This is an optimization exercise on Yosys and OpenROAD, whose aim is small area, a short achievable clock period and few clock cycles, not a production implementation. Only simulation tests tie the RTL to the original design; equivalence was not proved.

==> design.v <==
`timescale 1ns/10ps
module geofence (clk, reset, X, Y, valid, is_inside);
input clk;
input reset;
input [9:0] X;
input [9:0] Y;
output reg valid;
output reg is_inside;
localparam S0 = 2'd0, S1 = 2'd1, S3 = 2'd3;
reg [3:0] cnt;           
reg [1:0] st;
reg       sf;
reg       z0;
reg [9:0] px, py;        
reg       wsx, wsy;      
reg [9:0] wmx, wmy_n;        
wire [9:0] wmy = ~wmy_n;
reg       lsx, lsy, rsx, rsy;
reg [9:0] lmx_n, lmy, rmx_n, rmy;       
wire [9:0] lmx = ~lmx_n, rmx = ~rmx_n;
wire [10:0] dx = {1'b0, X} - {1'b0, px};
wire [10:0] dy = {1'b0, Y} - {1'b0, py};
wire       dsx = dx[10];
wire       dsy = dy[10];
wire [9:0] dmx = (dx[9:0] ^ {10{dsx}}) + {9'd0, dsx};
wire [9:0] dmy = (dy[9:0] ^ {10{dsy}}) + {9'd0, dsy};
wire lzx = lmx == 0, lzy = lmy == 0, wzx = wmx == 0, wzy = wmy == 0;
wire rzx = rmx == 0, rzy = rmy == 0;
wire a_s1 = lsx ^ wsy, a_s2 = lsy ^ wsx;      
wire b_s1 = wsy ^ rsx, b_s2 = wsx ^ rsy;      
wire a_n, b_n;
xsign ua (.a(lmx), .b(wmy), .c(lmy), .d(wmx), .inj(a_s1),  .neg(a_n));
xsign ub (.a(wmy), .b(rmx), .c(wmx), .d(rmy), .inj(!b_s1), .neg(b_n));
wire a_fz = (lzx || wzy) && (lzy || wzx);     
wire b_fz = (wzy || rzx) && (wzx || rzy);
wire a_neg  = (a_s1 != a_s2) ? (a_s1 && !a_fz) : (a_s1 ^ a_n);
wire b_neg  = (b_s1 != b_s2) ? (!b_s1 && !b_fz) : !(b_s1 ^ b_n);
wire w_zero = wzx && wzy;
wire opp = (!lzx && (lsx != wsx)) || (!lzy && (lsy != wsy));
wire set_l  = ((st == S0) && !w_zero) || ((st == S1) && a_neg);
wire set_r  = ((st == S0) && !w_zero) || ((st == S1) && b_neg);
wire flip_l = (st == S3) && a_neg;
wire flip_r = (st == S3) && b_neg;
wire sf_n   = sf || ((st == S1) && a_neg && b_neg);
wire z0_n   = (st == S0) || ((st == S1) && z0 && !a_neg && !b_neg);
reg [1:0] st_n;
always @(*) begin
    st_n = st;
    case (st)
    S0: if (!w_zero) st_n = S1;
    S1: if (!w_zero && z0 && !a_neg && !b_neg && opp) st_n = S3;
    S3: if (a_neg || b_neg) st_n = S1;
    default: st_n = st;
    endcase
end
wire proc = (cnt >= 4'd2) && (cnt <= 4'd8);
always @(posedge clk or posedge reset) begin
    if (reset) begin
        cnt <= 4'd0;
        st <= S0;
        sf <= 1'b0;
        z0 <= 1'b0;
        valid <= 1'b0;
        is_inside <= 1'b0;
    end else begin
        cnt <= (cnt == 4'd9) ? 4'd0 : cnt + 4'd1;
        valid <= (cnt == 4'd8);
        if (cnt == 4'd8) is_inside <= sf_n;
        if (proc) begin
            st <= st_n;
            sf <= sf_n;
            z0 <= z0_n;
        end else begin
            st <= S0;
            sf <= 1'b0;
            z0 <= 1'b0;
        end
    end
end
always @(posedge clk) begin
    if (cnt == 4'd0) begin
        px <= X;
        py <= Y;
    end
    wsx <= dsx; wmx <= dmx;
    wsy <= dsy; wmy_n <= ~dmy;
    if (proc && set_l) begin
        lsx <= wsx; lmx_n <= ~wmx;
        lsy <= wsy; lmy <= wmy;
    end else if (proc && flip_l) begin
        lsx <= !lsx;
        lsy <= !lsy;
    end
    if (proc && set_r) begin
        rsx <= wsx; rmx_n <= ~wmx;
        rsy <= wsy; rmy <= wmy;
    end else if (proc && flip_r) begin
        rsx <= !rsx;
        rsy <= !rsy;
    end
end
endmodule
module xsign (input [9:0] a, input [9:0] b, input [9:0] c, input [9:0] d, input inj, output neg);
wire injn = ~inj;
wire t1, t2, t3, t4, t5, t6, t7, t8, t9, t10, t11, t12, t13, t14, t15, t16, t17, t18, t19, t20, t21, t22, t23, t24, t25, t26, t27, t28, t29, t30, t31, t32, t33, t34, t35, t36, t37, t38, t39, t40, t41, t42, t43, t44, t45, t46, t47, t48, t49, t50, t51, t52, t53, t54, t55, t56, t57, t58, t59, t60, t61, t62, t63, t64, t65, t66, t67, t68, t69, t70, t71, t72, t73, t74, t75, t76, t77, t78, t79, t80, t81, t82, t83, t84, t85, t86, t87, t88, t89, t90, t91, t92, t93, t94, t95, t96, t97, t98, t99, t100, t101, t102, t103, t104, t105, t106, t107, t108, t109, t110, t111, t112, t113, t114, t115, t116, t117, t118, t119, t120, t121, t122, t123, t124, t125, t126, t127, t128, t129, t130, t131, t132, t133, t134, t135, t136, t137, t138, t139, t140, t141, t142, t143, t144, t145, t146, t147, t148, t149, t150, t151, t152, t153, t154, t155, t156, t157, t158, t159, t160, t161, t162, t163, t164, t165, t166, t167, t168, t169, t170, t171, t172, t173, t174, t175, t176, t177, t178, t179, t180, t181, t182, t183, t184, t185, t186, t187, t188, t189, t190, t191, t192, t193, t194, t195, t196, t197, t198, t199, t200, t201, t202, t203, t204, t205, t206, t207, t208, t209, t210, t211, t212, t213, t214, t215, t216, t217, t218, t219, t220, t221, t222, t223, t224, t225, t226, t227, t228, t229, t230, t231, t232, t233, t234, t235, t236, t237, t238, t239, t240, t241, t242, t243, t244, t245, t246, t247, t248, t249, t250, t251, t252, t253, t254, t255, t256, t257, t258, t259, t260, t261, t262, t263, t264, t265, t266, t267, t268, t269, t270, t271, t272, t273, t274, t275, t276, t277, t278, t279, t280, t281, t282, t283, t284, t285, t286, t287, t288, t289, t290, t291, t292, t293, t294, t295, t296, t297, t298, t299, t300, t301, t302, t303, t304, t305, t306, t307, t308, t309, t310, t311, t312, t313, t314, t315, t316, t317, t318, t319, t320, t321, t322, t323, t324, t325, t326, t327, t328, t329, t330, t331, t332, t333, t334, t335, t336, t337, t338, t339, t340, t341, t342, t343, t344, t345, t346, t347, t348, t349, t350, t351, t352, t353, t354, t355, t356, t357, t358, t359, t360, t361, t362, t363, t364, t365, t366, t367, t368, t369, t370, t371, t372, t373, t374, t375, t376, t377, t378, t379, t380, t381, t382, t383, t384, t385, t386, t387, t388, t389, t390, t391, t392, t393, t394, t395, t396, t397, t398, t399, t400, t401, t402, t403, t404, t405, t406, t407, t408, t409, t410, t411, t412, t413, t414, t415, t416, t417, t418, t419, t420, t421, t422, t423, t424, t425, t426, t427, t428, t429, t430, t431, t432, t433, t434, t435, t436, t437, t438, t439, t440, t441, t442, t443, t444, t445, t446, t447, t448, t449, t450, t451, t452, t453, t454, t455, t456, t457, t458, t459, t460, t461, t462, t463, t464, t465, t466, t467, t468, t469, t470, t471, t472, t473, t474, t475, t476, t477, t478, t479, t480, t481, t482, t483, t484, t485, t486, t487, t488, t489, t490, t491, t492, t493, t494, t495, t496, t497, t498, t499, t500, t501, t502, t503, t504, t505, t506, t507, t508, t509, t510, t511, t512, t513, t514, t515, t516, t517, t518, t519, t520, t521, t522, t523, t524, t525, t526, t527, t528, t529, t530, t531, t532, t533, t534, t535, t536, t537, t538, t539, t540, t541, t542, t543, t544, t545, t546, t547, t548, t549, t550, t551, t552, t553, t554, t555, t556, t557, t558, t559, t560, t561, t562, t563, t564, t565, t566, t567;
assign t1 = (a[0] & b[0]);
assign t2 = ~(c[0] & d[0]);
assign t3 = injn;
assign t4 = (a[0] & b[1]);
assign t5 = (a[1] & b[0]);
assign t6 = ~(c[1] & d[0]);
assign t7 = ~(c[0] & d[1]);
assign t8 = (a[0] & b[2]);
assign t9 = (a[1] & b[1]);
assign t10 = (a[2] & b[0]);
assign t11 = ~(c[2] & d[0]);
assign t12 = ~(c[1] & d[1]);
assign t13 = ~(c[0] & d[2]);
assign t14 = (a[0] & b[3]);
assign t15 = (a[1] & b[2]);
assign t16 = (a[2] & b[1]);
assign t17 = (a[3] & b[0]);
assign t18 = ~(c[3] & d[0]);
assign t19 = ~(c[2] & d[1]);
assign t20 = ~(c[1] & d[2]);
assign t21 = ~(c[0] & d[3]);
assign t22 = (a[0] & b[4]);
assign t23 = (a[1] & b[3]);
assign t24 = (a[2] & b[2]);
assign t25 = (a[3] & b[1]);
assign t26 = (a[4] & b[0]);
assign t27 = ~(c[4] & d[0]);
assign t28 = ~(c[3] & d[1]);
assign t29 = ~(c[2] & d[2]);
assign t30 = ~(c[1] & d[3]);
assign t31 = ~(c[0] & d[4]);
assign t32 = (a[0] & b[5]);
assign t33 = (a[1] & b[4]);
assign t34 = (a[2] & b[3]);
assign t35 = (a[3] & b[2]);
assign t36 = (a[4] & b[1]);
assign t37 = (a[5] & b[0]);
assign t38 = ~(c[5] & d[0]);
assign t39 = ~(c[4] & d[1]);
assign t40 = ~(c[3] & d[2]);
assign t41 = ~(c[2] & d[3]);
assign t42 = ~(c[1] & d[4]);
assign t43 = ~(c[0] & d[5]);
assign t44 = (a[0] & b[6]);
assign t45 = (a[1] & b[5]);
assign t46 = (a[2] & b[4]);
assign t47 = (a[3] & b[3]);
assign t48 = (a[4] & b[2]);
assign t49 = (a[5] & b[1]);
assign t50 = (a[6] & b[0]);
assign t51 = ~(c[6] & d[0]);
assign t52 = ~(c[5] & d[1]);
assign t53 = ~(c[4] & d[2]);
assign t54 = ~(c[3] & d[3]);
assign t55 = ~(c[2] & d[4]);
assign t56 = ~(c[1] & d[5]);
assign t57 = ~(c[0] & d[6]);
assign t58 = (a[0] & b[7]);
assign t59 = (a[1] & b[6]);
assign t60 = (a[2] & b[5]);
assign t61 = (a[3] & b[4]);
assign t62 = (a[4] & b[3]);
assign t63 = (a[5] & b[2]);
assign t64 = (a[6] & b[1]);
assign t65 = (a[7] & b[0]);
assign t66 = ~(c[7] & d[0]);
assign t67 = ~(c[6] & d[1]);
assign t68 = ~(c[5] & d[2]);
assign t69 = ~(c[4] & d[3]);
assign t70 = ~(c[3] & d[4]);
assign t71 = ~(c[2] & d[5]);
assign t72 = ~(c[1] & d[6]);
assign t73 = ~(c[0] & d[7]);
assign t74 = (a[0] & b[8]);
assign t75 = (a[1] & b[7]);
assign t76 = (a[2] & b[6]);
assign t77 = (a[3] & b[5]);
assign t78 = (a[4] & b[4]);
assign t79 = (a[5] & b[3]);
assign t80 = (a[6] & b[2]);
assign t81 = (a[7] & b[1]);
assign t82 = (a[8] & b[0]);
assign t83 = ~(c[8] & d[0]);
assign t84 = ~(c[7] & d[1]);
assign t85 = ~(c[6] & d[2]);
assign t86 = ~(c[5] & d[3]);
assign t87 = ~(c[4] & d[4]);
assign t88 = ~(c[3] & d[5]);
assign t89 = ~(c[2] & d[6]);
assign t90 = ~(c[1] & d[7]);
assign t91 = ~(c[0] & d[8]);
assign t92 = (a[0] & b[9]);
assign t93 = (a[1] & b[8]);
assign t94 = (a[2] & b[7]);
assign t95 = (a[3] & b[6]);
assign t96 = (a[4] & b[5]);
assign t97 = (a[5] & b[4]);
assign t98 = (a[6] & b[3]);
assign t99 = (a[7] & b[2]);
assign t100 = (a[8] & b[1]);
assign t101 = (a[9] & b[0]);
assign t102 = ~(c[9] & d[0]);
assign t103 = ~(c[8] & d[1]);
assign t104 = ~(c[7] & d[2]);
assign t105 = ~(c[6] & d[3]);
assign t106 = ~(c[5] & d[4]);
assign t107 = ~(c[4] & d[5]);
assign t108 = ~(c[3] & d[6]);
assign t109 = ~(c[2] & d[7]);
assign t110 = ~(c[1] & d[8]);
assign t111 = ~(c[0] & d[9]);
assign t112 = (a[1] & b[9]);
assign t113 = (a[2] & b[8]);
assign t114 = (a[3] & b[7]);
assign t115 = (a[4] & b[6]);
assign t116 = (a[5] & b[5]);
assign t117 = (a[6] & b[4]);
assign t118 = (a[7] & b[3]);
assign t119 = (a[8] & b[2]);
assign t120 = (a[9] & b[1]);
assign t121 = ~(c[9] & d[1]);
assign t122 = ~(c[8] & d[2]);
assign t123 = ~(c[7] & d[3]);
assign t124 = ~(c[6] & d[4]);
assign t125 = ~(c[5] & d[5]);
assign t126 = ~(c[4] & d[6]);
assign t127 = ~(c[3] & d[7]);
assign t128 = ~(c[2] & d[8]);
assign t129 = ~(c[1] & d[9]);
assign t130 = (a[2] & b[9]);
assign t131 = (a[3] & b[8]);
assign t132 = (a[4] & b[7]);
assign t133 = (a[5] & b[6]);
assign t134 = (a[6] & b[5]);
assign t135 = (a[7] & b[4]);
assign t136 = (a[8] & b[3]);
assign t137 = (a[9] & b[2]);
assign t138 = ~(c[9] & d[2]);
assign t139 = ~(c[8] & d[3]);
assign t140 = ~(c[7] & d[4]);
assign t141 = ~(c[6] & d[5]);
assign t142 = ~(c[5] & d[6]);
assign t143 = ~(c[4] & d[7]);
assign t144 = ~(c[3] & d[8]);
assign t145 = ~(c[2] & d[9]);
assign t146 = (a[3] & b[9]);
assign t147 = (a[4] & b[8]);
assign t148 = (a[5] & b[7]);
assign t149 = (a[6] & b[6]);
assign t150 = (a[7] & b[5]);
assign t151 = (a[8] & b[4]);
assign t152 = (a[9] & b[3]);
assign t153 = ~(c[9] & d[3]);
assign t154 = ~(c[8] & d[4]);
assign t155 = ~(c[7] & d[5]);
assign t156 = ~(c[6] & d[6]);
assign t157 = ~(c[5] & d[7]);
assign t158 = ~(c[4] & d[8]);
assign t159 = ~(c[3] & d[9]);
assign t160 = (a[4] & b[9]);
assign t161 = (a[5] & b[8]);
assign t162 = (a[6] & b[7]);
assign t163 = (a[7] & b[6]);
assign t164 = (a[8] & b[5]);
assign t165 = (a[9] & b[4]);
assign t166 = ~(c[9] & d[4]);
assign t167 = ~(c[8] & d[5]);
assign t168 = ~(c[7] & d[6]);
assign t169 = ~(c[6] & d[7]);
assign t170 = ~(c[5] & d[8]);
assign t171 = ~(c[4] & d[9]);
assign t172 = (a[5] & b[9]);
assign t173 = (a[6] & b[8]);
assign t174 = (a[7] & b[7]);
assign t175 = (a[8] & b[6]);
assign t176 = (a[9] & b[5]);
assign t177 = ~(c[9] & d[5]);
assign t178 = ~(c[8] & d[6]);
assign t179 = ~(c[7] & d[7]);
assign t180 = ~(c[6] & d[8]);
assign t181 = ~(c[5] & d[9]);
assign t182 = (a[6] & b[9]);
assign t183 = (a[7] & b[8]);
assign t184 = (a[8] & b[7]);
assign t185 = (a[9] & b[6]);
assign t186 = ~(c[9] & d[6]);
assign t187 = ~(c[8] & d[7]);
assign t188 = ~(c[7] & d[8]);
assign t189 = ~(c[6] & d[9]);
assign t190 = (a[7] & b[9]);
assign t191 = (a[8] & b[8]);
assign t192 = (a[9] & b[7]);
assign t193 = ~(c[9] & d[7]);
assign t194 = ~(c[8] & d[8]);
assign t195 = ~(c[7] & d[9]);
assign t196 = (a[8] & b[9]);
assign t197 = (a[9] & b[8]);
assign t198 = ~(c[9] & d[8]);
assign t199 = ~(c[8] & d[9]);
assign t200 = (a[9] & b[9]);
assign t201 = ~(c[9] & d[9]);
assign {t203, t202} = {1'b0, t92} + {1'b0, t93} + {1'b0, t94};
assign t204 = t112 ^ t113;
assign t205 = t112 & t113;
assign {t207, t206} = {1'b0, t44} + {1'b0, t45} + {1'b0, t46};
assign {t209, t208} = {1'b0, t58} + {1'b0, t59} + {1'b0, t60};
assign {t211, t210} = {1'b0, t61} + {1'b0, t62} + {1'b0, t63};
assign t212 = t64 ^ t65;
assign t213 = t64 & t65;
assign {t215, t214} = {1'b0, t74} + {1'b0, t75} + {1'b0, t76};
assign {t217, t216} = {1'b0, t77} + {1'b0, t78} + {1'b0, t79};
assign {t219, t218} = {1'b0, t80} + {1'b0, t81} + {1'b0, t82};
assign {t221, t220} = {1'b0, t83} + {1'b0, t84} + {1'b0, t85};
assign t222 = t86 ^ t87;
assign t223 = t86 & t87;
assign {t225, t224} = {1'b0, t95} + {1'b0, t96} + {1'b0, t97};
assign {t227, t226} = {1'b0, t98} + {1'b0, t99} + {1'b0, t100};
assign {t229, t228} = {1'b0, t101} + {1'b0, t102} + {1'b0, t103};
assign {t231, t230} = {1'b0, t104} + {1'b0, t105} + {1'b0, t106};
assign {t233, t232} = {1'b0, t107} + {1'b0, t108} + {1'b0, t109};
assign t234 = t110 ^ t111;
assign t235 = t110 & t111;
assign {t237, t236} = {1'b0, t114} + {1'b0, t115} + {1'b0, t116};
assign {t239, t238} = {1'b0, t117} + {1'b0, t118} + {1'b0, t119};
assign {t241, t240} = {1'b0, t120} + {1'b0, t121} + {1'b0, t122};
assign {t243, t242} = {1'b0, t123} + {1'b0, t124} + {1'b0, t125};
assign {t245, t244} = {1'b0, t126} + {1'b0, t127} + {1'b0, t128};
assign t246 = ~(t129 ^ t204);
assign t247 = t129 | t204;
assign {t249, t248} = {1'b0, t130} + {1'b0, t131} + {1'b0, t132};
assign {t251, t250} = {1'b0, t133} + {1'b0, t134} + {1'b0, t135};
assign {t253, t252} = {1'b0, t136} + {1'b0, t137} + {1'b0, t138};
assign {t255, t254} = {1'b0, t139} + {1'b0, t140} + {1'b0, t141};
assign {t257, t256} = {1'b0, t142} + {1'b0, t143} + {1'b0, t144};
assign {t259, t258} = {1'b0, t146} + {1'b0, t147} + {1'b0, t148};
assign {t261, t260} = {1'b0, t149} + {1'b0, t150} + {1'b0, t151};
assign {t263, t262} = {1'b0, t152} + {1'b0, t153} + {1'b0, t154};
assign {t265, t264} = {1'b0, t160} + {1'b0, t161} + {1'b0, t162};
assign {t267, t266} = {1'b0, t22} + {1'b0, t23} + {1'b0, t24};
assign {t269, t268} = {1'b0, t32} + {1'b0, t33} + {1'b0, t34};
assign {t271, t270} = {1'b0, t35} + {1'b0, t36} + {1'b0, t37};
assign t272 = t38 ^ t39;
assign t273 = t38 & t39;
assign {t275, t274} = {1'b0, t47} + {1'b0, t48} + {1'b0, t49};
assign {t277, t276} = {1'b0, t50} + {1'b0, t51} + {1'b0, t52};
assign {t279, t278} = {1'b0, t53} + {1'b0, t54} + {1'b0, t55};
assign t280 = t56 ^ t57;
assign t281 = t56 & t57;
assign {t283, t282} = {1'b0, t66} + {1'b0, t67} + {1'b0, t68};
assign {t285, t284} = {1'b0, t69} + {1'b0, t70} + {1'b0, t71};
assign t286 = ~(t72 ^ t73);
assign t287 = t72 | t73;
assign {t289, t288} = {1'b0, t208} + {1'b0, t210} + {1'b0, t212};
assign {t291, t290} = {1'b0, t88} + {1'b0, t89} + {1'b0, t90};
assign t292 = ~(t91 ^ t214);
assign t293 = t91 | t214;
assign {t295, t294} = {1'b0, t216} + {1'b0, t218} + {1'b0, t220};
assign {t297, t296} = {1'b0, t222} + {1'b0, t209} + {1'b0, t211};
assign t298 = ~(t224 ^ t202);
assign t299 = t224 | t202;
assign {t301, t300} = {1'b0, t226} + {1'b0, t228} + {1'b0, t230};
assign {t303, t302} = {1'b0, t232} + {1'b0, t234} + {1'b0, t215};
assign {t305, t304} = {1'b0, t217} + {1'b0, t219} + {1'b0, t221};
assign {t307, t306} = {1'b0, t203} + {1'b0, t236} + {1'b0, t238};
assign {t309, t308} = {1'b0, t240} + {1'b0, t242} + {1'b0, t244};
assign {t311, t310} = {1'b0, t246} + {1'b0, t225} + {1'b0, t227};
assign {t313, t312} = {1'b0, t229} + {1'b0, t231} + {1'b0, t233};
assign {t315, t314} = {1'b0, t145} + {1'b0, t205} + {1'b0, t248};
assign {t317, t316} = {1'b0, t250} + {1'b0, t252} + {1'b0, t254};
assign {t319, t318} = {1'b0, t256} + {1'b0, t237} + {1'b0, t239};
assign {t321, t320} = {1'b0, t241} + {1'b0, t243} + {1'b0, t245};
assign {t323, t322} = {1'b0, t155} + {1'b0, t156} + {1'b0, t157};
assign {t325, t324} = {1'b0, t158} + {1'b0, t159} + {1'b0, t258};
assign {t327, t326} = {1'b0, t260} + {1'b0, t262} + {1'b0, t249};
assign {t329, t328} = {1'b0, t251} + {1'b0, t253} + {1'b0, t255};
assign {t331, t330} = {1'b0, t163} + {1'b0, t164} + {1'b0, t165};
assign {t333, t332} = {1'b0, t166} + {1'b0, t167} + {1'b0, t168};
assign {t335, t334} = {1'b0, t169} + {1'b0, t170} + {1'b0, t171};
assign {t337, t336} = {1'b0, t264} + {1'b0, t259} + {1'b0, t261};
assign {t339, t338} = {1'b0, t172} + {1'b0, t173} + {1'b0, t174};
assign {t341, t340} = {1'b0, t175} + {1'b0, t176} + {1'b0, t177};
assign {t343, t342} = {1'b0, t178} + {1'b0, t179} + {1'b0, t180};
assign {t345, t344} = {1'b0, t182} + {1'b0, t183} + {1'b0, t184};
assign t346 = t8 ^ t9;
assign t347 = t8 & t9;
assign {t349, t348} = {1'b0, t14} + {1'b0, t15} + {1'b0, t16};
assign {t351, t350} = {1'b0, t17} + {1'b0, t18} + {1'b0, t19};
assign {t353, t352} = {1'b0, t25} + {1'b0, t26} + {1'b0, t27};
assign {t355, t354} = {1'b0, t28} + {1'b0, t29} + {1'b0, t30};
assign t356 = ~t31;
assign t357 = t31;
assign {t359, t358} = {1'b0, t40} + {1'b0, t41} + {1'b0, t42};
assign t360 = ~(t43 ^ t268);
assign t361 = t43 | t268;
assign {t363, t362} = {1'b0, t270} + {1'b0, t272} + {1'b0, t267};
assign t364 = ~(t274 ^ t206);
assign t365 = t274 | t206;
assign {t367, t366} = {1'b0, t276} + {1'b0, t278} + {1'b0, t280};
assign {t369, t368} = {1'b0, t269} + {1'b0, t271} + {1'b0, t273};
assign {t371, t370} = {1'b0, t207} + {1'b0, t282} + {1'b0, t284};
assign {t373, t372} = {1'b0, t286} + {1'b0, t288} + {1'b0, t275};
assign {t375, t374} = {1'b0, t277} + {1'b0, t279} + {1'b0, t281};
assign {t377, t376} = {1'b0, t213} + {1'b0, t290} + {1'b0, t292};
assign {t379, t378} = {1'b0, t294} + {1'b0, t296} + {1'b0, t283};
assign {t381, t380} = {1'b0, t285} + {1'b0, t287} + {1'b0, t289};
assign {t383, t382} = {1'b0, t223} + {1'b0, t298} + {1'b0, t300};
assign {t385, t384} = {1'b0, t302} + {1'b0, t304} + {1'b0, t291};
assign {t387, t386} = {1'b0, t293} + {1'b0, t295} + {1'b0, t297};
assign {t389, t388} = {1'b0, t235} + {1'b0, t306} + {1'b0, t308};
assign {t391, t390} = {1'b0, t310} + {1'b0, t312} + {1'b0, t299};
assign {t393, t392} = {1'b0, t301} + {1'b0, t303} + {1'b0, t305};
assign {t395, t394} = {1'b0, t247} + {1'b0, t314} + {1'b0, t316};
assign {t397, t396} = {1'b0, t318} + {1'b0, t320} + {1'b0, t307};
assign {t399, t398} = {1'b0, t309} + {1'b0, t311} + {1'b0, t313};
assign {t401, t400} = {1'b0, t257} + {1'b0, t322} + {1'b0, t324};
assign {t403, t402} = {1'b0, t326} + {1'b0, t328} + {1'b0, t315};
assign {t405, t404} = {1'b0, t317} + {1'b0, t319} + {1'b0, t321};
assign {t407, t406} = {1'b0, t263} + {1'b0, t330} + {1'b0, t332};
assign {t409, t408} = {1'b0, t334} + {1'b0, t336} + {1'b0, t323};
assign {t411, t410} = {1'b0, t325} + {1'b0, t327} + {1'b0, t329};
assign {t413, t412} = {1'b0, t181} + {1'b0, t265} + {1'b0, t338};
assign {t415, t414} = {1'b0, t340} + {1'b0, t342} + {1'b0, t331};
assign {t417, t416} = {1'b0, t333} + {1'b0, t335} + {1'b0, t337};
assign {t419, t418} = {1'b0, t185} + {1'b0, t186} + {1'b0, t187};
assign {t421, t420} = {1'b0, t188} + {1'b0, t189} + {1'b0, t344};
assign {t423, t422} = {1'b0, t339} + {1'b0, t341} + {1'b0, t343};
assign {t425, t424} = {1'b0, t190} + {1'b0, t191} + {1'b0, t192};
assign {t427, t426} = {1'b0, t193} + {1'b0, t194} + {1'b0, t195};
assign t428 = t4 ^ t5;
assign t429 = t4 & t5;
assign {t431, t430} = {1'b0, t10} + {1'b0, t11} + {1'b0, t12};
assign t432 = ~t13;
assign t433 = t13;
assign t434 = ~(t20 ^ t21);
assign t435 = t20 | t21;
assign {t437, t436} = {1'b0, t348} + {1'b0, t350} + {1'b0, t347};
assign {t439, t438} = {1'b0, t266} + {1'b0, t352} + {1'b0, t354};
assign {t441, t440} = {1'b0, t356} + {1'b0, t349} + {1'b0, t351};
assign {t443, t442} = {1'b0, t358} + {1'b0, t360} + {1'b0, t362};
assign {t445, t444} = {1'b0, t353} + {1'b0, t355} + {1'b0, t357};
assign {t447, t446} = {1'b0, t364} + {1'b0, t366} + {1'b0, t368};
assign {t449, t448} = {1'b0, t359} + {1'b0, t361} + {1'b0, t363};
assign {t451, t450} = {1'b0, t370} + {1'b0, t372} + {1'b0, t374};
assign {t453, t452} = {1'b0, t365} + {1'b0, t367} + {1'b0, t369};
assign {t455, t454} = {1'b0, t376} + {1'b0, t378} + {1'b0, t380};
assign {t457, t456} = {1'b0, t371} + {1'b0, t373} + {1'b0, t375};
assign {t459, t458} = {1'b0, t382} + {1'b0, t384} + {1'b0, t386};
assign {t461, t460} = {1'b0, t377} + {1'b0, t379} + {1'b0, t381};
assign {t463, t462} = {1'b0, t388} + {1'b0, t390} + {1'b0, t392};
assign {t465, t464} = {1'b0, t383} + {1'b0, t385} + {1'b0, t387};
assign {t467, t466} = {1'b0, t394} + {1'b0, t396} + {1'b0, t398};
assign {t469, t468} = {1'b0, t389} + {1'b0, t391} + {1'b0, t393};
assign {t471, t470} = {1'b0, t400} + {1'b0, t402} + {1'b0, t404};
assign {t473, t472} = {1'b0, t395} + {1'b0, t397} + {1'b0, t399};
assign {t475, t474} = {1'b0, t406} + {1'b0, t408} + {1'b0, t410};
assign {t477, t476} = {1'b0, t401} + {1'b0, t403} + {1'b0, t405};
assign {t479, t478} = {1'b0, t412} + {1'b0, t414} + {1'b0, t416};
assign {t481, t480} = {1'b0, t407} + {1'b0, t409} + {1'b0, t411};
assign {t483, t482} = {1'b0, t418} + {1'b0, t420} + {1'b0, t422};
assign {t485, t484} = {1'b0, t413} + {1'b0, t415} + {1'b0, t417};
assign {t487, t486} = {1'b0, t345} + {1'b0, t424} + {1'b0, t426};
assign {t489, t488} = {1'b0, t419} + {1'b0, t421} + {1'b0, t423};
assign {t491, t490} = {1'b0, t196} + {1'b0, t197} + {1'b0, t198};
assign {t493, t492} = {1'b0, t199} + {1'b0, t425} + {1'b0, t427};
assign t494 = t6 ^ t7;
assign t495 = t6 & t7;
assign {t497, t496} = {1'b0, t346} + {1'b0, t430} + {1'b0, t432};
assign {t499, t498} = {1'b0, t434} + {1'b0, t436} + {1'b0, t431};
assign {t501, t500} = {1'b0, t438} + {1'b0, t440} + {1'b0, t435};
assign {t503, t502} = {1'b0, t442} + {1'b0, t444} + {1'b0, t439};
assign {t505, t504} = {1'b0, t446} + {1'b0, t448} + {1'b0, t443};
assign {t507, t506} = {1'b0, t450} + {1'b0, t452} + {1'b0, t447};
assign {t509, t508} = {1'b0, t454} + {1'b0, t456} + {1'b0, t451};
assign {t511, t510} = {1'b0, t458} + {1'b0, t460} + {1'b0, t455};
assign {t513, t512} = {1'b0, t462} + {1'b0, t464} + {1'b0, t459};
assign {t515, t514} = {1'b0, t466} + {1'b0, t468} + {1'b0, t463};
assign {t517, t516} = {1'b0, t470} + {1'b0, t472} + {1'b0, t467};
assign {t519, t518} = {1'b0, t474} + {1'b0, t476} + {1'b0, t471};
assign {t521, t520} = {1'b0, t478} + {1'b0, t480} + {1'b0, t475};
assign {t523, t522} = {1'b0, t482} + {1'b0, t484} + {1'b0, t479};
assign {t525, t524} = {1'b0, t486} + {1'b0, t488} + {1'b0, t483};
assign {t527, t526} = {1'b0, t490} + {1'b0, t492} + {1'b0, t487};
assign {t529, t528} = {1'b0, t200} + {1'b0, t201} + {1'b0, t491};
assign t530 = t1 ^ t2;
assign t531 = t1 & t2;
assign t532 = ~(t494 ^ t428);
assign t533 = t494 | t428;
assign {t535, t534} = {1'b0, t429} + {1'b0, t496} + {1'b0, t495};
assign {t537, t536} = {1'b0, t433} + {1'b0, t498} + {1'b0, t497};
assign {t539, t538} = {1'b0, t437} + {1'b0, t500} + {1'b0, t499};
assign {t541, t540} = {1'b0, t441} + {1'b0, t502} + {1'b0, t501};
assign {t543, t542} = {1'b0, t445} + {1'b0, t504} + {1'b0, t503};
assign {t545, t544} = {1'b0, t449} + {1'b0, t506} + {1'b0, t505};
assign {t547, t546} = {1'b0, t453} + {1'b0, t508} + {1'b0, t507};
assign {t549, t548} = {1'b0, t457} + {1'b0, t510} + {1'b0, t509};
assign {t551, t550} = {1'b0, t461} + {1'b0, t512} + {1'b0, t511};
assign {t553, t552} = {1'b0, t465} + {1'b0, t514} + {1'b0, t513};
assign {t555, t554} = {1'b0, t469} + {1'b0, t516} + {1'b0, t515};
assign {t557, t556} = {1'b0, t473} + {1'b0, t518} + {1'b0, t517};
assign {t559, t558} = {1'b0, t477} + {1'b0, t520} + {1'b0, t519};
assign {t561, t560} = {1'b0, t481} + {1'b0, t522} + {1'b0, t521};
assign {t563, t562} = {1'b0, t485} + {1'b0, t524} + {1'b0, t523};
assign {t565, t564} = {1'b0, t489} + {1'b0, t526} + {1'b0, t525};
assign {t567, t566} = {1'b0, t493} + {1'b0, t528} + {1'b0, t527};
wire [20:0] r1 = {1'b1, t529, t566, t564, t562, t560, t558, t556, t554, t552, t550, t548, t546, t544, t542, t540, t538, t536, t534, t532, t3};
wire [20:0] r2 = {1'b0, t567, t565, t563, t561, t559, t557, t555, t553, t551, t549, t547, t545, t543, t541, t539, t537, t535, t533, t531, t530};
wire cg0_0 = (r1[1] & r2[1]) | ((r1[1] | r2[1]) & (r1[0] & r2[0]));
wire cp0_0 = (r1[1] | r2[1]) & (r1[0] | r2[0]);
wire cg0_2 = (r1[3] & r2[3]) | ((r1[3] | r2[3]) & (r1[2] & r2[2]));
wire cp0_2 = (r1[3] | r2[3]) & (r1[2] | r2[2]);
wire cg0_4 = (r1[5] & r2[5]) | ((r1[5] | r2[5]) & (r1[4] & r2[4]));
wire cp0_4 = (r1[5] | r2[5]) & (r1[4] | r2[4]);
wire cg0_6 = (r1[7] & r2[7]) | ((r1[7] | r2[7]) & (r1[6] & r2[6]));
wire cp0_6 = (r1[7] | r2[7]) & (r1[6] | r2[6]);
wire cg0_8 = (r1[9] & r2[9]) | ((r1[9] | r2[9]) & (r1[8] & r2[8]));
wire cp0_8 = (r1[9] | r2[9]) & (r1[8] | r2[8]);
wire cg0_10 = (r1[11] & r2[11]) | ((r1[11] | r2[11]) & (r1[10] & r2[10]));
wire cp0_10 = (r1[11] | r2[11]) & (r1[10] | r2[10]);
wire cg0_12 = (r1[13] & r2[13]) | ((r1[13] | r2[13]) & (r1[12] & r2[12]));
wire cp0_12 = (r1[13] | r2[13]) & (r1[12] | r2[12]);
wire cg0_14 = (r1[15] & r2[15]) | ((r1[15] | r2[15]) & (r1[14] & r2[14]));
wire cp0_14 = (r1[15] | r2[15]) & (r1[14] | r2[14]);
wire cg0_16 = (r1[17] & r2[17]) | ((r1[17] | r2[17]) & (r1[16] & r2[16]));
wire cp0_16 = (r1[17] | r2[17]) & (r1[16] | r2[16]);
wire cg0_18 = (r1[19] & r2[19]) | ((r1[19] | r2[19]) & (r1[18] & r2[18]));
wire cp0_18 = (r1[19] | r2[19]) & (r1[18] | r2[18]);
wire cg1_0 = cg0_2 | (cp0_2 & cg0_0);
wire cp1_0 = cp0_2 & cp0_0;
wire cg1_2 = cg0_6 | (cp0_6 & cg0_4);
wire cp1_2 = cp0_6 & cp0_4;
wire cg1_4 = cg0_10 | (cp0_10 & cg0_8);
wire cp1_4 = cp0_10 & cp0_8;
wire cg1_6 = cg0_14 | (cp0_14 & cg0_12);
wire cp1_6 = cp0_14 & cp0_12;
wire cg1_8 = cg0_18 | (cp0_18 & cg0_16);
wire cp1_8 = cp0_18 & cp0_16;
wire cg2_0 = cg1_2 | (cp1_2 & cg1_0);
wire cp2_0 = cp1_2 & cp1_0;
wire cg2_2 = cg1_6 | (cp1_6 & cg1_4);
wire cp2_2 = cp1_6 & cp1_4;
wire cg3_0 = cg2_2 | (cp2_2 & cg2_0);
wire cp3_0 = cp2_2 & cp2_0;
wire cg4_0 = cg1_8 | (cp1_8 & cg3_0);
wire cp4_0 = cp1_8 & cp3_0;
assign neg = r1[20] ^ r2[20] ^ cg4_0;
endmodule
==> flow/run.sh <==
#!/bin/bash
# Standard ORFS layout with two additions (same clock period and constraints):
#  1. after the standard synthesis, flow/polarity.py removes the inverters that
#     Yosys's full-adder extraction leaves between adders (logic unchanged);
#  2. timing repair aims at a larger setup slack than the default.
set -euo pipefail
RES="$PWD/orfs/results/$FLOW_PLATFORM/geofence/base"
LIB="$FLOW_HOME/platforms/$FLOW_PLATFORM/lib/sky130_fd_sc_hd__tt_025C_1v80.lib"
bash standard.sh "$RES/1_2_yosys.v" > synth.log 2>&1
cp "$RES/1_2_yosys.v" 1_2_yosys.before_polarity.v
python3 flow/polarity.py "$RES/1_2_yosys.v" "$LIB" > polarity.log 2>&1
bash standard.sh SETUP_SLACK_MARGIN=6 finish > layout.log 2>&1
==> flow/polarity.py <==
#!/usr/bin/env python3
"""Inverter clean-up for a Yosys-mapped sky130hd netlist (flat, one module).

A full adder is self-dual: FA(~a, ~b, ~c) = (~sum, ~cout).  Simple gates have
an output-complemented twin with the same pins (and2/nand2, or2/nor2, ...).
This pass removes every inverter, then picks for each full adder and each such
gate whether it works in complemented polarity, so that as few signals as
possible need an inverter, re-adding one inverter per signal that still needs
its complement.  The logic function of the netlist is unchanged.

usage: polarity.py netlist.v liberty.lib [out.v]
"""
import re, sys, random

src, libf = sys.argv[1], sys.argv[2]
dst = sys.argv[3] if len(sys.argv) > 3 else src
P = "sky130_fd_sc_hd__"
OUTPINS = {"X", "Y", "Q", "Q_N", "SUM", "COUT", "HI", "LO"}
PAIRS = [("and2", "nand2"), ("or2", "nor2"), ("xor2", "xnor2"), ("a21o", "a21oi"),
         ("o21a", "o21ai"), ("a22o", "a22oi"), ("o22a", "o22ai"), ("and3", "nand3"),
         ("or3", "nor3"), ("and4", "nand4"), ("or4", "nor4"), ("a211o", "a211oi"),
         ("o211a", "o211ai"), ("a31o", "a31oi"), ("o31a", "o31ai"), ("and2b", "nand2b"),
         ("or2b", "nor2b"), ("mux2", "mux2i")]
COMP = {}
for a, b in PAIRS:
    COMP[a] = b
    COMP[b] = a

lib = open(libf).read()
area = {}
cpos = [(m.start(), m.group(1)) for m in re.finditer(r'cell \("(' + P + r'\w+)"\)', lib)]
for i, (pos, name) in enumerate(cpos):
    end = cpos[i + 1][0] if i + 1 < len(cpos) else len(lib)
    m = re.search(r'\n\s*area : ([0-9.]+);', lib[pos:end])
    if m:
        area[name] = float(m.group(1))
dont_use = {"sky130_fd_sc_hd__probe_p_8", "sky130_fd_sc_hd__probec_p_8"}

def family(t):
    m = re.match(P + r'(\w+?)_(\d+)$', t)
    return (m.group(1), int(m.group(2))) if m else (None, None)

def comp_type(t):
    fam, _ = family(t)
    c = COMP.get(fam)
    if not c:
        return None
    for size in (1, 2, 0, 4):
        name = f"{P}{c}_{size}"
        if name in area:
            return name
    return None

text = open(src).read()
mstart = text.index("module ")
hdr_end = text.index(";", mstart) + 1
endm = text.rindex("endmodule")
body = text[hdr_end:endm]
inst_re = re.compile(r'\n(\s*)(' + P + r'\w+)\s+(\S+)\s*\((.*?)\);', re.S)
pin_re = re.compile(r'\.(\w+)\(\s*((?:\\\S+\s)|[^()\s]*)\s*\)')
cells = []
for m in inst_re.finditer(body):
    pins = [(p, n.strip()) for p, n in pin_re.findall(m.group(4))]
    cells.append({"type": m.group(2), "name": m.group(3), "pins": pins, "span": m.span()})
ports = set()
for m in re.finditer(r'\n\s*(?:input|output|inout)\s+(?:\[[^\]]*\]\s*)?([^;]+);', body):
    for n in m.group(1).split(","):
        ports.add(n.strip())
def netbase(n):
    return n.split("[")[0].strip() if not n.startswith("\\") else n

drv = {}
for i, c in enumerate(cells):
    for p, n in c["pins"]:
        if p in OUTPINS and n:
            drv[n] = (i, p)

def is_inv(c):
    fam, _ = family(c["type"])
    return fam in ("inv", "clkinv")

removable = set()
for i, c in enumerate(cells):
    if is_inv(c):
        y = dict(c["pins"]).get("Y")
        a = dict(c["pins"]).get("A")
        if y and a and netbase(y) not in ports and not y.startswith("1'") and not a.startswith("1'"):
            removable.add(i)

memo = {}
def base(n):
    if n in memo:
        return memo[n]
    d = drv.get(n)
    if d and d[0] in removable:
        a = dict(cells[d[0]]["pins"])["A"]
        b, q = base(a)
        r = (b, q ^ 1)
    else:
        r = (n, 0)
    memo[n] = r
    return r

flip_kind = {}
for i, c in enumerate(cells):
    if i in removable:
        continue
    fam, _ = family(c["type"])
    if fam == "fa":
        flip_kind[i] = "fa"
    elif fam in COMP and comp_type(c["type"]):
        flip_kind[i] = "gate"
flip = {i: 0 for i in flip_kind}

# consumer pins
cons = {}      # base -> list of (cell, pin index, q)
for i, c in enumerate(cells):
    if i in removable:
        continue
    for k, (p, n) in enumerate(c["pins"]):
        if p in OUTPINS or not n or n.startswith("1'"):
            continue
        b, q = base(n)
        cons.setdefault(b, []).append((i, k, q))
cell_in_bases = {}
for b, lst in cons.items():
    for i, k, q in lst:
        cell_in_bases.setdefault(i, set()).add(b)
cell_out_bases = {}
for n, (i, p) in drv.items():
    if i not in removable:
        cell_out_bases.setdefault(i, set()).add(n)

def fdrv(b):
    d = drv.get(b)
    return flip.get(d[0], 0) if d else 0

def needs(b):
    fd = fdrv(b)
    for i, k, q in cons.get(b, ()):
        fc = flip[i] if flip_kind.get(i) == "fa" else 0
        if q ^ fc ^ fd:
            return 1
    return 0

INV = area[P + "inv_1"]
def gate_cost(i):
    if flip_kind.get(i) == "gate" and flip[i]:
        return area[comp_type(cells[i]["type"])] - area[cells[i]["type"]]
    return 0.0

def affected(i):
    s = set(cell_out_bases.get(i, ()))
    if flip_kind[i] == "fa":
        s |= cell_in_bases.get(i, set())
    return s

def total():
    return INV * sum(needs(b) for b in cons) + sum(gate_cost(i) for i in flip_kind)

start = total()
before_inv = len(removable)
rng = random.Random(1)
order = list(flip_kind)

def local_cost(i):
    aff = affected(i)
    return INV * sum(needs(b) for b in aff) + gate_cost(i)

def greedy():
    improved = True
    passes = 0
    while improved and passes < 50:
        improved = False
        passes += 1
        rng.shuffle(order)
        for i in order:
            c0 = local_cost(i)
            flip[i] ^= 1
            c1 = local_cost(i)
            if c1 < c0 - 1e-9:
                improved = True
            else:
                flip[i] ^= 1

# simulated annealing over flips of single cells and of a full adder together
# with the simple gates that drive its inputs
groups = [[i] for i in order]
for i in order:
    if flip_kind[i] != "fa":
        continue
    g = [i]
    for p, n in cells[i]["pins"]:
        if p in OUTPINS:
            continue
        d = drv.get(base(n)[0]) if n else None
        if d and flip_kind.get(d[0]) == "gate" and d[0] not in g:
            g.append(d[0])
    if len(g) > 1:
        groups.append(g)

def group_cost(g):
    aff = set()
    for i in g:
        aff |= affected(i)
    return INV * sum(needs(b) for b in aff) + sum(gate_cost(i) for i in g)

import math
cur = total()
best, bestflip = cur, dict(flip)
T0, T1 = 4.0, 0.05
steps = 400 * len(groups) if groups else 0
for s_ in range(steps):
    T = T0 * (T1 / T0) ** (s_ / max(1, steps - 1))
    g = groups[rng.randrange(len(groups))]
    c0 = group_cost(g)
    for i in g:
        flip[i] ^= 1
    c1 = group_cost(g)
    d = c1 - c0
    if d <= 0 or rng.random() < math.exp(-d / T):
        cur += d
        if cur < best - 1e-9:
            best, bestflip = cur, dict(flip)
    else:
        for i in g:
            flip[i] ^= 1
flip.update(bestflip)
greedy()
end = total()

# rewrite
newpins = {i: list(c["pins"]) for i, c in enumerate(cells)}
newtype = {i: c["type"] for i, c in enumerate(cells)}
for i, k in flip_kind.items():
    if k == "gate" and flip[i]:
        t = comp_type(cells[i]["type"])
        newtype[i] = t
        outp = "Y" if family(t)[0] in [b for a, b in PAIRS] and family(t)[0] != "mux2" or family(t)[0] == "mux2i" else "X"
        # inverting families use Y, non-inverting use X
        fam = family(t)[0]
        outp = "Y" if fam in ("nand2", "nor2", "xnor2", "a21oi", "o21ai", "a22oi", "o22ai", "nand3", "nor3", "nand4", "nor4", "a211oi", "o211ai", "a31oi", "o31ai", "nand2b", "nor2b", "mux2i") else "X"
        newpins[i] = [((outp if p in ("X", "Y") else p), n) for p, n in newpins[i]]
newinv = []
newwires = []
cnt = 0
for b, lst in cons.items():
    fd = fdrv(b)
    invnet = None
    for i, k, q in lst:
        fc = flip[i] if flip_kind.get(i) == "fa" else 0
        if q ^ fc ^ fd:
            if invnet is None:
                cnt += 1
                invnet = f"_pol{cnt}_"
                newwires.append(invnet)
                newinv.append((f"_polinv{cnt}_", b, invnet))
            n = invnet
        else:
            n = b
        p, _ = newpins[i][k]
        newpins[i][k] = (p, n)

def fmt(n):
    return n + " " if n.startswith("\\") else n
out = []
pos = 0
for i, c in enumerate(cells):
    s, e = c["span"]
    out.append(body[pos:s])
    pos = e
    if i in removable:
        continue
    ind = "\n  "
    pins = ",\n".join(f"    .{p}({fmt(n)})" for p, n in newpins[i])
    out.append(f"{ind}{newtype[i]} {c['name']} (\n{pins}\n  );")
out.append(body[pos:])
for name, a, y in newinv:
    out.append(f"  {P}inv_1 {name} (\n    .A({fmt(a)}),\n    .Y({y})\n  );\n")
nb = "".join(out)
decl = "".join(f"\n  wire {w};" for w in newwires)
res = text[:hdr_end] + decl + nb + text[endm:]
open(dst, "w").write(res)
nflip = sum(1 for i in flip if flip[i])
print(f"polarity: removed {before_inv} inverters, added {len(newinv)}; flipped {nflip} cells; cost {start:.1f} -> {end:.1f} (um2, inverters + gate swaps)")
==> standard.sh <==
#!/bin/bash
# synth_recipe.tcl (not shown) runs the flow's synth.tcl, then flattens the netlist and writes it again
# the make line also repeats each setting of config.mk as NAME=value (left out here)
make -C /OpenROAD-flow-scripts/flow DESIGN_CONFIG=/design/flow/config.mk WORK_HOME=/design/flow/orfs CLKGATE_MAP_FILE= SYNTH_SCRIPT=/design/flow/synth_recipe.tcl "${@:-finish}"
==> config.mk <==
export PLATFORM = sky130hd
export DESIGN_NAME = geofence
export DESIGN_NICKNAME = geofence
export VERILOG_FILES = /design/flow/design.v
export SDC_FILE = /design/flow/constraint.sdc
export NUM_CORES = 4
export LEC_CHECK = 0
export CAP_MARGIN = 20
export CORE_MARGIN = 2
export CORE_UTILIZATION = 40
export SLEW_MARGIN = 20
==> constraint.sdc <==
create_clock -name core_clock -period 13.0 [get_ports {clk}]
set_input_delay 2.6000 -clock core_clock [delete_from_list [all_inputs] [get_ports {clk}]]
set_output_delay 2.6000 -clock core_clock [all_outputs]
set_load 0.01 [all_outputs]
==> metrics.md, run 1 <==
| Metric | Value |
|---|---|
| Vias | between 10000 and 15000 |
| Vias per cell | 5.38 |
| Crit path DAT | 6.72 ns |
| RSZ-0062 raised after global routing | false |
| CTS tree | built |
| Tmin final | 6.71 ns |
| Cells after Synth | roughly 1400 |
| Core Region | 35500 um^2 |
| Routability Congestion | ~0.86 |
| Crit path cell chain | nand2_1, fa_1, fa_1, fa_1, fa_1, fa_1, fa_1, o211ai_1, o211ai_1, nor3_1, or4b_1, a21oi_2, mux2i_1, nand2_1, a21oi_4 |
| Slew @ Worst Pin | 0.721 ns |
| DP Wirelength | 26400 um |
| Number of DRC markers in iteration 0 | 937 |
| Clock sink total | 96 |
| Post-route clock period utilization | 51.6% |
| R2R cell count | 15 |
| Initial antenna violation count | 0 |
| Clock Tree Root | clkbuf_16 |
| Die height | between 150 and 200 um |
| Critical Path End | rmx_n[1] |
| Worst Setup SP | rmy[6] |
| CP required | 13.01 ns |
| Clock latency (worst-skew pair) | ~0.35 ns |
| # rows | approximately 70 |
| Cell Area, Placed | 15000 um^2 |
| Most common cell after layout, fill and taps aside | fa_1 |
| PortBufs | 23 |
| Htree depth | 3 |
| Post-synth net total | 1836 |
| Relative slew slack | 51.8% |
| Die extent in x | 194 um |
| Nets | 1820 |
| Initial Utilization | 40.5% |
| Critical path class | reg2reg |
| DRC | 0 |
| Gr ovfl total | 0 |
| Inserted Clock Buffers | 9 |
| Setup TNS | 0 ns |
| Max FO, Critical Path | 11 |
| Clock slew at reported path FFs | 0.08 ns |
| CP max stage delay | 0.69 ns |
| Worst r2r src | rmy[6] |
| Status | no timing/DRC/antenna violations |
| Most frequent cells in the layout | 328 x fa_1, 232 x nor2_1, 213 x nand2_1 |
| Clk buf depth | 2 |
| Number of global-route vias before repair | ~11000 |
| Layout cells sized above 1 | 5.50% |
| Synth warn | 1 |
| CP dominant cell by count | fa_1 |
| Largest net degree at the start of global routing | 23 |
| Layout area overhead | 7.90% |
| Number of diodes | 0 |
| Filler instances | 3347 |
| Crit. End Element | flip-flop |
| # Max-Cap Violations | 0 |
| Hold Vio Cnt, Final | 0 |
| Final setup vio count | 0 |
| Setup crit start kind | flip-flop |
| Die Area | around 37000 um^2 |
| R2R Setup Slk | 6.29 ns |
| Mapped Area | 14400 um^2 |
| Final WL | 35000 um |
| Count of final max-slew check failures | 0 |
| Maximum clock rate | around 150 MHz |
| CP max stage cell | edfxtp_1 |
| Final Cell Area | between 15000 and 20000 um^2 |
| Mean post-synth cell area | 10.1 um^2 |
| Clock Skew | 0.0157 ns |
| Number of top-level pins | 24 |
| Reg2reg end | rmx_n[1] |
| Wirelength per Cell | between 15 and 20 um |
| Pre-antenna DRT Iters | 6 |
| First-pass GRT wire length | around 59000 um |
| GRT Util Overall | between 15 and 20% |
| CTS Hold Buffers Added | 0 |
| Post-DRT Antenna Nets | 0 |
| Hold Path Class | reg2reg |
-- worst max-delay path: cells and delay by family (launching register included) --
family | cells | cell delay, ns
muxes | 1 | 0.32
and+or+nand+nor | 4 | 1.21
adders and majority gates | 6 | 3.06
DFF | 1 | 0.69
AOI/OAI and AO/OA | 4 | 1.08
-- flip-flops by register name (all words and copies together), names as in the netlist, 4 cells and up --
register	flops
px	10
lmy	10
lmx_n	10
cnt	4
py	10
rmy	10
rmx_n	10
wmx	10
wmy_n	10
-- how the worst min path moves through the flow --
stage               from        end  slack [ns]  cells after the start
6_report       is_inside  is_inside        0.51                      1
5_1_grt        is_inside  is_inside        0.56                      1
3_5_place_dp   is_inside  is_inside        0.50                      1
3_3_place_gp   is_inside  is_inside        0.50                      1
4_1_cts        is_inside  is_inside        0.52                      1
2_1_floorplan      py[0]   wmy_n[0]        0.47                      1
-- area by class of cell --
type	count	area [um^2]	area share, %
Multi-Input combinational cell	1106	11000	70.6
Clock inverter	7	96.3	0.621
Tap cell	461	577	3.72
Inverter	143	537	3.46
Clock buffer	9	225	1.45
Sequential cell	96	2650	17.0
Timing Repair Buffer	56	478	3.08
-- stage by stage --
stage                     setup slack, ns  cells  util (%)  hold slack [ns]
after floorplan                      6.69   1428         -            0.471
after global placement               5.46   1839      42.2            0.501
after global routing                 6.01   1878      43.7            0.558
after CTS                            6.04   1856      43.2            0.517
after detailed placement             5.57   1839      42.2            0.496
final                                6.29   1878      43.7            0.510
-- what timing repair did --
action | CTS | global route
pin swaps | 1 | 1
gates resized for setup | 11 | 10
setup endpoints to repair | 44 | 26
buffers inserted | 0 | 22
gates cloned | 1 | 0
-- routing by layer --
layer,wire length (um),track usage (%),up-vias,share of wire (%)
li1,-,-,4474,-
met1,15400,28.4,5216,44
met2,16700,32.2,368,48
met3,2230,2.30,46,6.4
met4,680,4.92,0,1.9
met5,0,0,-,0
Testbench counts, summed over its fixed seeds: cycles 12,800.
==> run 2: changes to the inputs <==
--- a/flow/run.sh
+++ b/flow/run.sh
@@ -10,3 +10,3 @@
 cp "$RES/1_2_yosys.v" 1_2_yosys.before_polarity.v
 python3 flow/polarity.py "$RES/1_2_yosys.v" "$LIB" > polarity.log 2>&1
-bash standard.sh SETUP_SLACK_MARGIN=6 finish > layout.log 2>&1
+bash standard.sh SETUP_SLACK_MARGIN=7 finish > layout.log 2>&1
==> metrics.md, run 2 <==
| Metric | Value |
|---|---|
| Number of DRC markers in iteration 0 | 1155 |
| Die height | 194 um |
| Gr ovfl total | 0 |
| Post-DRT Antenna Nets | 0 |
| Number of diodes | 0 |
| Number of global-route vias before repair | 11914 |
| PortBufs | 23 |
| Post-synth net total | 1836 |
| Most common cell after layout, fill and taps aside | fa_1 |
| Synth warn | 1 |
| CTS tree | built |
| Mapped Area | 14400 um^2 |
| Layout area overhead | 20.6% |
| Post-route clock period utilization | 47.8% |
| Hold Path Class | reg2reg |
| Routability Congestion | about 0.85 |
| Critical path class | reg2reg |
| Initial Utilization | 40.5% |
| RSZ-0062 raised after global routing | true |
| DP Wirelength | 26700 um |
| Inserted Clock Buffers | 9 |
| Final setup vio count | 0 |
| Crit. End Element | flip-flop |
| Hold Vio Cnt, Final | 0 |
| Relative slew slack | 52.3% |
| Hold Startpoint | z0 |
| Hold Path Stages | 2 |
| DRC | 0 |
| Critical Path End | rmx_n[7] |
| Setup crit start kind | flip-flop |
| Initial antenna violation count | 0 |
| Cells after Synth | about 1400 |
| Final Cell Area | 17300 um^2 |
| Cells after DPL | 1836 |
| Clock slew at reported path FFs | 0.07 ns |
| Core Util, Final | 48.9% |
| CTS Hold Buffers Added | 0 |
| # Max-Cap Violations | 0 |
| Worst Setup SP | rmy[4] |
| Die extent in x | 194 um |
| Clock Tree Root | clkbuf_16 |
| Slew @ Worst Pin | 0.697 ns |
| R2R cell count | 19 |
| Number of top-level pins | 24 |
| Core Region | 35500 um^2 |
| Nets | 1963 |
| Worst r2r src | rmy[4] |
| First-pass GRT wire length | 65900 um |
| Mean post-synth cell area | 10.1 um^2 |
| Clk buf depth | 2 |
| # rows | 69 |
| Vias | 11067 |
| CP required | 13.07 ns |
| Vias per cell | 5.48 |
| Crit path DAT | roughly 6.3 ns |
| Tmin final | 6.21 ns |
| Count of final max-slew check failures | 0 |
| Most frequent cells in the layout | 307 x fa_1, 210 x nor2_1, 209 x nand2_1 |
| Clock latency (worst-skew pair) | 0.36 ns |
| R2R Setup Slk | 6.79 ns |
| Clock sink total | 96 |
| Status | no timing/DRC/antenna violations |
| Fin cells | 2021 |
| Final WL | between 40000 and 50000 um |
| GRT Util Overall | 22.7% |
| Max FO, Critical Path | 4 |
| Die Area | 37500 um^2 |
| Clock Skew | ~0.016 ns |
| Htree depth | 3 |
| Cell Area, Placed | 15000 um^2 |
| Largest net degree at the start of global routing | 23 |
| Reg2reg end | rmx_n[7] |
| Pre-antenna DRT Iters | 6 |
| Wirelength per Cell | 20.6 um |
| Maximum clock rate | 161 MHz |
| Layout cells sized above 1 | 19.1% |
| Setup TNS | 0 ns |
-- run 2: cell type report --
class,instances,area (um^2)
fillers,3086,18100
repair buffers,198,1920
flip-flops and latches,96,2680
clock buffers,11,264
well taps,461,577
multi-input cells,1107,11300
inverters,143,539
clock inverters,5,45.0
-- run 2: through the flow --
stage	hold slack (ns)	setup WS (ns)
3_5_place_dp	0.510	5.53
6_report	0.530	6.79
4_1_cts	0.530	6.80
3_3_place_gp	0.512	5.73
2_1_floorplan	0.471	7.00
5_1_grt	0.549	6.64
-- run 2: worst min path at each step --
| stage | to | slack (ns) |
|---|---|---|
| after global routing | is_inside | 0.55 |
| final | z0 | 0.53 |
| after floorplan | wmy_n[0] | 0.47 |
| after global placement | sf | 0.51 |
| after CTS | z0 | 0.53 |
| after detailed placement | is_inside | 0.51 |
-- run 2: what timing repair did --
item,CTS,global route
gates resized for setup,99,73
pin swaps,37,78
setup endpoints to repair,56,54
buffers inserted,128,32
endpoints found under the hold margin,0,0
gates cloned,8,1
-- run 2: worst max-delay path, cell delays in order (launching register included) --
cell and delay (ns):
edfxtp_1 0.49, buf_6 0.17, nand2_4 0.05, fa_1 0.45, fa_1 0.59, fa_1 0.46
fa_1 0.51, fa_1 0.53, fa_1 0.45, buf_6 0.15, o22ai_4 0.15, a211oi_2 0.05
nor3_2 0.19, or4b_4 0.52, a21oi_4 0.25, mux2i_4 0.32, nand2_4 0.10, buf_6 0.15
a21oi_4 0.18, buf_6 0.16
-- run 2: metal layers --
metal | track usage (%) | part of all wire, % | vias to the layer above
li1 | - | - | 4759
met4 | 8.14 | 4.2 | 0
met1 | 30.6 | 39 | 5593
met2 | 36.6 | 48 | 585
met3 | 4.54 | 9.6 | 130
met5 | 0 | 0 | -
==> run 3: changes to the inputs <==
--- a/flow/run.sh
+++ b/flow/run.sh
@@ -10,3 +10,3 @@
 cp "$RES/1_2_yosys.v" 1_2_yosys.before_polarity.v
 python3 flow/polarity.py "$RES/1_2_yosys.v" "$LIB" > polarity.log 2>&1
-bash standard.sh SETUP_SLACK_MARGIN=7 finish > layout.log 2>&1
+bash standard.sh SETUP_SLACK_MARGIN=6.75 finish > layout.log 2>&1
==> metrics.md, run 3 <==
| Metric | Value |
|---|---|
| Status | no timing/DRC/antenna violations |
| Crit. End Element | flip-flop |
| Final WL | 40400 um |
| Number of global-route vias before repair | 11496 |
| Maximum clock rate | 160 MHz |
| Layout area overhead | 18.4% |
| R2R Setup Slk | 6.76 ns |
| Setup crit start kind | flip-flop |
| Final setup vio count | 0 |
| Htree depth | 3 |
| Vias per cell | ~5.4 |
| Layout cells sized above 1 | 16.9% |
| Die extent in x | 194 um |
| Max FO, Critical Path | 6 |
| Inserted Clock Buffers | 9 |
| Vias | between 10000 and 15000 |
| Number of DRC markers in iteration 0 | between 900 and 1000 |
| Mapped Area | 14400 um^2 |
| Relative slew slack | a little over 50% |
| DRC | 0 |
| First-pass GRT wire length | 63600 um |
| Critical path class | reg2reg |
| CTS Hold Buffers Added | 0 |
| RSZ-0062 raised after global routing | true |
| Initial antenna violation count | 1 |
| CP required | 13.08 ns |
| Clock Skew | 0.0105 ns |
| Core Region | 35500 um^2 |
| DP Wirelength | 26600 um |
| Wirelength per Cell | 20.1 um |
| Most frequent cells in the layout | 315 x fa_1, 213 x nor2_1, 212 x nand2_1 |
| Crit path DAT | 6.31 ns |
| Slew @ Worst Pin | 0.744 ns |
| Clk buf depth | 2 |
| Tmin final | just over 6 ns |
| Gr ovfl total | 0 |
| Filler instances | 3219 |
| Clock latency (worst-skew pair) | 0.36 ns |
| Die height | 194 um |
| Clock Tree Root | clkbuf_16 |
| Clock slew at reported path FFs | ~0.07 ns |
| Clock sink total | 96 |
| Pre-antenna DRT Iters | 5 |
| Cells after Synth | 1428 |
| Count of final max-slew check failures | 0 |
| # Max-Cap Violations | 0 |
| Die Area | 37500 um^2 |
| Hold Vio Cnt, Final | 0 |
| Post-DRT Antenna Nets | 0 |
| Routability Congestion | about 0.84 |
| PortBufs | 23 |
| Initial Utilization | about two fifths |
| Largest net degree at the start of global routing | 23 |
| GRT Util Overall | 22.0% |
| Mean post-synth cell area | 10.1 um^2 |
| Hold Path Class | reg2reg |
| Multi-input combinational cell area | 11200 um^2 |
| Number of top-level pins | 24 |
| Post-route clock period utilization | 48.0% |
| Hold Slack | 0.525 ns |
| Synth warn | 1 |
| Nets | 1949 |
| CTS tree | built |
| Storage cell area | 2680 um^2 |
| Most common cell after layout, fill and taps aside | fa_1 |
| Post-synth net total | 1836 |
| Setup TNS | 0 ns |
| # rows | 69 |
-- run 3: worst paths after layout --
path	from	end	depth (start not counted)
worst max-delay path	rmx_n[8]	rmy[2]	21
worst min-delay path	py[0]	wmy_n[0]	1
worst max register to register	rmx_n[8]	rmy[2]	21
worst min register to register	py[0]	wmy_n[0]	1
max in group asynchronous	reset	st[1]	2
min in group asynchronous	reset	cnt[1]	2
-- run 3: worst max-delay path, cell delays in order, from the launching register on --
cell and delay [ns]:
edfxtp_1 0.52, nor2_1 0.17, ha_1 0.24, inv_1 0.06, ha_1 0.23, inv_1 0.08, fa_2 0.47, fa_2 0.55
fa_2 0.44, fa_2 0.36, fa_1 0.52, buf_6 0.15, o22ai_4 0.18, a211oi_2 0.06, nor3_2 0.27, or4b_4 0.51
a21oi_4 0.19, mux2i_2 0.31, nand2_2 0.15, a21oi_4 0.23, buf_6 0.14, buf_16 0.11
-- run 3: layout make-up --
class	instances	area share, %
Clock inverter	7	0.426
Inverter	143	3.15
Clock buffer	9	1.32
Antenna cell	1	0.0147
Timing Repair Buffer	184	10.3
Sequential cell	96	15.7
Tap cell	461	3.39
Multi-Input combinational cell	1107	65.7
-- run 3: routing by layer --
layer  global-route usage [%]  vias to the layer above  wire length, um
li1                         -                     4736                -
met1                     29.2                     5530            16000
met2                     35.9                      520            19100
met3                     4.66                      105             3800
met4                     7.41                        2             1560
met5                        0                        -               11
-- run 3: timing repair --
| action | CTS | global route |
|---|---|---|
| hold endpoints to repair | 0 | 0 |
| resized for setup | 61 | 64 |
| endpoints found under the setup margin | 54 | 54 |
| buffers inserted | 94 | 54 |
| gates cloned | 6 | 1 |
| pin swaps | 15 | 43 |
-- run 3: per-stage QoR --
step	setup slack [ns]	area (um^2)	utilization [%]	std cells
3_5_place_dp	5.37	15000	42.1	1836
4_1_cts	6.68	16300	46.1	1952
3_3_place_gp	5.58	14900	42.1	1836
6_report	6.76	17000	48.0	2008
2_1_floorplan	6.79	14400	-	1428
5_1_grt	6.61	17000	48.0	2007

==> afterwards: timing with drivers on the ports <==
In the flow no input, the clock included, has a driving cell. The finished layouts below were timed again as built, in two steps. Step 1: set_driving_cell puts a clkbuf_16 on clk and a buf_2 on each other input, an assumption about the parent block. Step 2 moves the port delays by t, midway between the first and last clock arrival at a register: inputs arrive t later, outputs are due t later. That takes back most of the time a late clock gives input paths. Slacks: no drivers / after step 1 / after step 2; pairs: no drivers / after step 1.
run	shift t [ns]	slack for setup (ns)	worst setup path at the end	worst register clock-pin slew, ns	cell pins on the clock port's net
run 1	0.390	6.292 / 6.292 / 6.275	input to register	0.08 / 0.08	1
run 2	0.397	6.788 / 6.788 / 6.788	register to register	0.08 / 0.08	1
run 3	0.396	6.762 / 6.762 / 6.659	input to register	0.07 / 0.07	1
After both steps setup and hold are still met in every run listed. The setup slack of run 3, which loses most, moves by 0.000 ns with the drivers and by -0.103 ns with both steps.
